This design comes from an exercise in tuning for small area and few clock cycles on the open sky130 flow, not from production work.
The RTL was checked by simulation tests, not by an equivalence proof against the original design.
Power figures rest on the tool's default switching activity, not on a simulated workload.

## mips_top
module mips_top(
    input         clk,
    input         reset,
    output [31:0] imem_addr,
    input  [31:0] imem_data,
    output [31:0] dmem_addr,
    output [31:0] dmem_wdata,
    output        dmem_we,
    input  [31:0] dmem_rdata
    );
	wire [31:0] inst = imem_data;
	reg  [31:2] pc;
	reg  [31:0] rf [0:15];
	wire [511:0] q;
	genvar gi;
	generate
		for (gi = 0; gi < 16; gi = gi + 1) begin : rfq
			assign q[32*gi +: 32] = rf[gi];
		end
	endgenerate
	wire [31:0] a, b;
	rf_read rda(.sel(inst[24:21]), .q(q), .y(a));
	rf_read rdb(.sel(inst[19:16]), .q(q), .y(b));
	wire [31:0] wd;
	wire [15:0] wen0, wen1;
	wire [31:0] addr;
	wire        eq;
	exec ex(.reset(reset), .inst(inst), .a(a), .b(b), .rdata(dmem_rdata),
		.addr(addr), .eq(eq), .wd(wd), .wen0(wen0), .wen1(wen1));
	integer k;
	always @(posedge clk)
		for (k = 0; k < 16; k = k + 1)
		begin
			if (wen0[k]) begin
				rf[k][15:4] <= wd[15:4];
				rf[k][3:0]  <= wd[3:0] | ({4{reset}} & k[3:0]);
			end
			if (wen1[k])
				rf[k][31:16] <= wd[31:16];
		end
	wire [29:0] pcn;
	nextpc np(.reset(reset), .inst(inst), .pc(pc), .eq(eq), .pcn(pcn));
	always @(posedge clk)
		pc <= pcn;
	assign imem_addr  = {pc, 2'b00};
	assign dmem_addr  = addr;
	assign dmem_wdata = b;
	assign dmem_we    = (inst[31:26] == 6'b101011) & ~reset;
endmodule
For scale: ~1800 cells after synthesis, roughly 540 flip-flops, ~160 I/O pins.
==> flow/config.mk <==
export PLATFORM = sky130hd
export DESIGN_NAME = mips_top
export DESIGN_NICKNAME = mips_top
export VERILOG_FILES = /design/flow/design.v
export SDC_FILE = /design/flow/constraint.sdc
export NUM_CORES = 4
export LEC_CHECK = 0
export CAP_MARGIN = 10
export CORE_MARGIN = 2
export CORE_UTILIZATION = 48
export CTS_BUF_LIST = sky130_fd_sc_hd__clkbuf_16
export CTS_CLUSTER_DIAMETER = 90
export CTS_CLUSTER_SIZE = 30
export GPL_TIMING_DRIVEN = 1
export PLACE_DENSITY = 0.62
export SLEW_MARGIN = 0
export SYNTH_HIERARCHICAL = 1
==> flow/constraint.sdc <==
create_clock -name core_clock -period 8.0 [get_ports {clk}]
set_input_delay 1.6000 -clock core_clock [delete_from_list [all_inputs] [get_ports {clk}]]
set_output_delay 1.6000 -clock core_clock [all_outputs]
set_load 0.01 [all_outputs]
standard.sh (not shown) runs the stock make flow with config.mk's settings and CLKGATE_MAP_FILE= SYNTH_SCRIPT=/design/flow/synth_recipe.tcl, a recipe that flattens the netlist after the stock synthesis.
==> flow/flow/run.sh <==
#!/bin/bash
# The standard layout, with one change: the port buffers are buf_2 cells
# (the standard flow picks a slow delay cell).
set -euo pipefail
export BUFFER_PORTS_ARGS="-buffer_cell sky130_fd_sc_hd__buf_2"
bash standard.sh > standard.log 2>&1
Testbench counts at the start, summed over its fixed seeds: cycles 74,808.
==> next run, changes <==
--- a/flow/config.mk
+++ b/flow/config.mk
@@ -8 +8 @@
-export CAP_MARGIN = 10
+export CAP_MARGIN = 20
@@ -12,3 +12,3 @@
-export CTS_CLUSTER_DIAMETER = 90
-export CTS_CLUSTER_SIZE = 30
-export GPL_TIMING_DRIVEN = 1
+export CTS_CLUSTER_DIAMETER = 80
+export CTS_CLUSTER_SIZE = 28
+export GPL_TIMING_DRIVEN = 0
@@ -16 +16 @@
-export SLEW_MARGIN = 0
+export SLEW_MARGIN = 20
Result:
- The new run completed without violations
- utilization goes up by 0.56 points
- hold slack is better by 0.0060 ns
- clock power climbs by about 3%
- final area is higher by 1.0%
- wire length decreases by 1.4%
==> next run, changes <==
--- a/flow/config.mk
+++ b/flow/config.mk
@@ -10 +10 @@
-export CORE_UTILIZATION = 48
+export CORE_UTILIZATION = 56
@@ -15 +15 @@
-export PLACE_DENSITY = 0.62
+export PLACE_DENSITY = 0.7
After rerunning: Critical path depth is unchanged. Wire length went down slightly. Maximum frequency hardly moves. Synthesized cell count does not change. First-iteration DRC count came out higher by a quarter to a third. Sequential share of layout area goes up by 0.19 points. Setup slack degrades by 0.013 ns. Global-route usage climbs by 4.5 points. Total power went down slightly. Hold slack is worse by 0.0072 ns.
==> next run, changes <==
--- a/flow/config.mk
+++ b/flow/config.mk
@@ -10 +10 @@
-export CORE_UTILIZATION = 56
+export CORE_UTILIZATION = 48
@@ -12,5 +12,5 @@
-export CTS_CLUSTER_DIAMETER = 80
-export CTS_CLUSTER_SIZE = 28
-export GPL_TIMING_DRIVEN = 0
-export PLACE_DENSITY = 0.7
-export SLEW_MARGIN = 20
+export CTS_CLUSTER_DIAMETER = 90
+export CTS_CLUSTER_SIZE = 30
+export GPL_TIMING_DRIVEN = 1
+export PLACE_DENSITY = 0.62
+export SLEW_MARGIN = 0
The new run completed with no timing, DRC or antenna violations.
Final area shrinks by 0.99%.
Final cell count grows by 4.7%.
Die area grows by 16%.
Hold slack hardly moves.
Sequential share of layout area grows by 0.55 points.
Wire length grows by 2.6%.
Synthesized area does not change.
Worst setup slack is better by 0.21 ns.
Utilization shrinks by 10 points.
Clock-buffer cell count shrinks by 3.
Critical path depth grows by 2.

==> afterwards: timing with drivers on the ports <==
Ports are ideal in the flow. The routed layouts listed here were re-timed in OpenROAD. Step 1, drivers: a clkbuf_16 drives clk and a buf_2 each remaining input, both assumed. Step 2 also shifts input and output timing later by t, the mid clock arrival at the registers, as if the neighbouring blocks saw the same clock. a / b / c = no drivers / after step 1 / after step 2; a / b = the first two.
run	shift t [ns]	setup slack, ns	clock arrival spread, ns
the first run	0.677	0.230 / 0.207 / 0.207	0.031 / 0.031
the second run	0.667	0.146 / 0.120 / 0.120	0.043 / 0.043
the third run	0.663	0.132 / 0.105 / 0.105	0.026 / 0.027
the fourth run	0.667	0.344 / 0.314 / 0.314	0.033 / 0.033
After both steps every run listed still meets setup and hold. For the fourth run, which loses most, drivers alone change the setup slack by -0.030 ns; drivers and shift together by -0.030 ns.
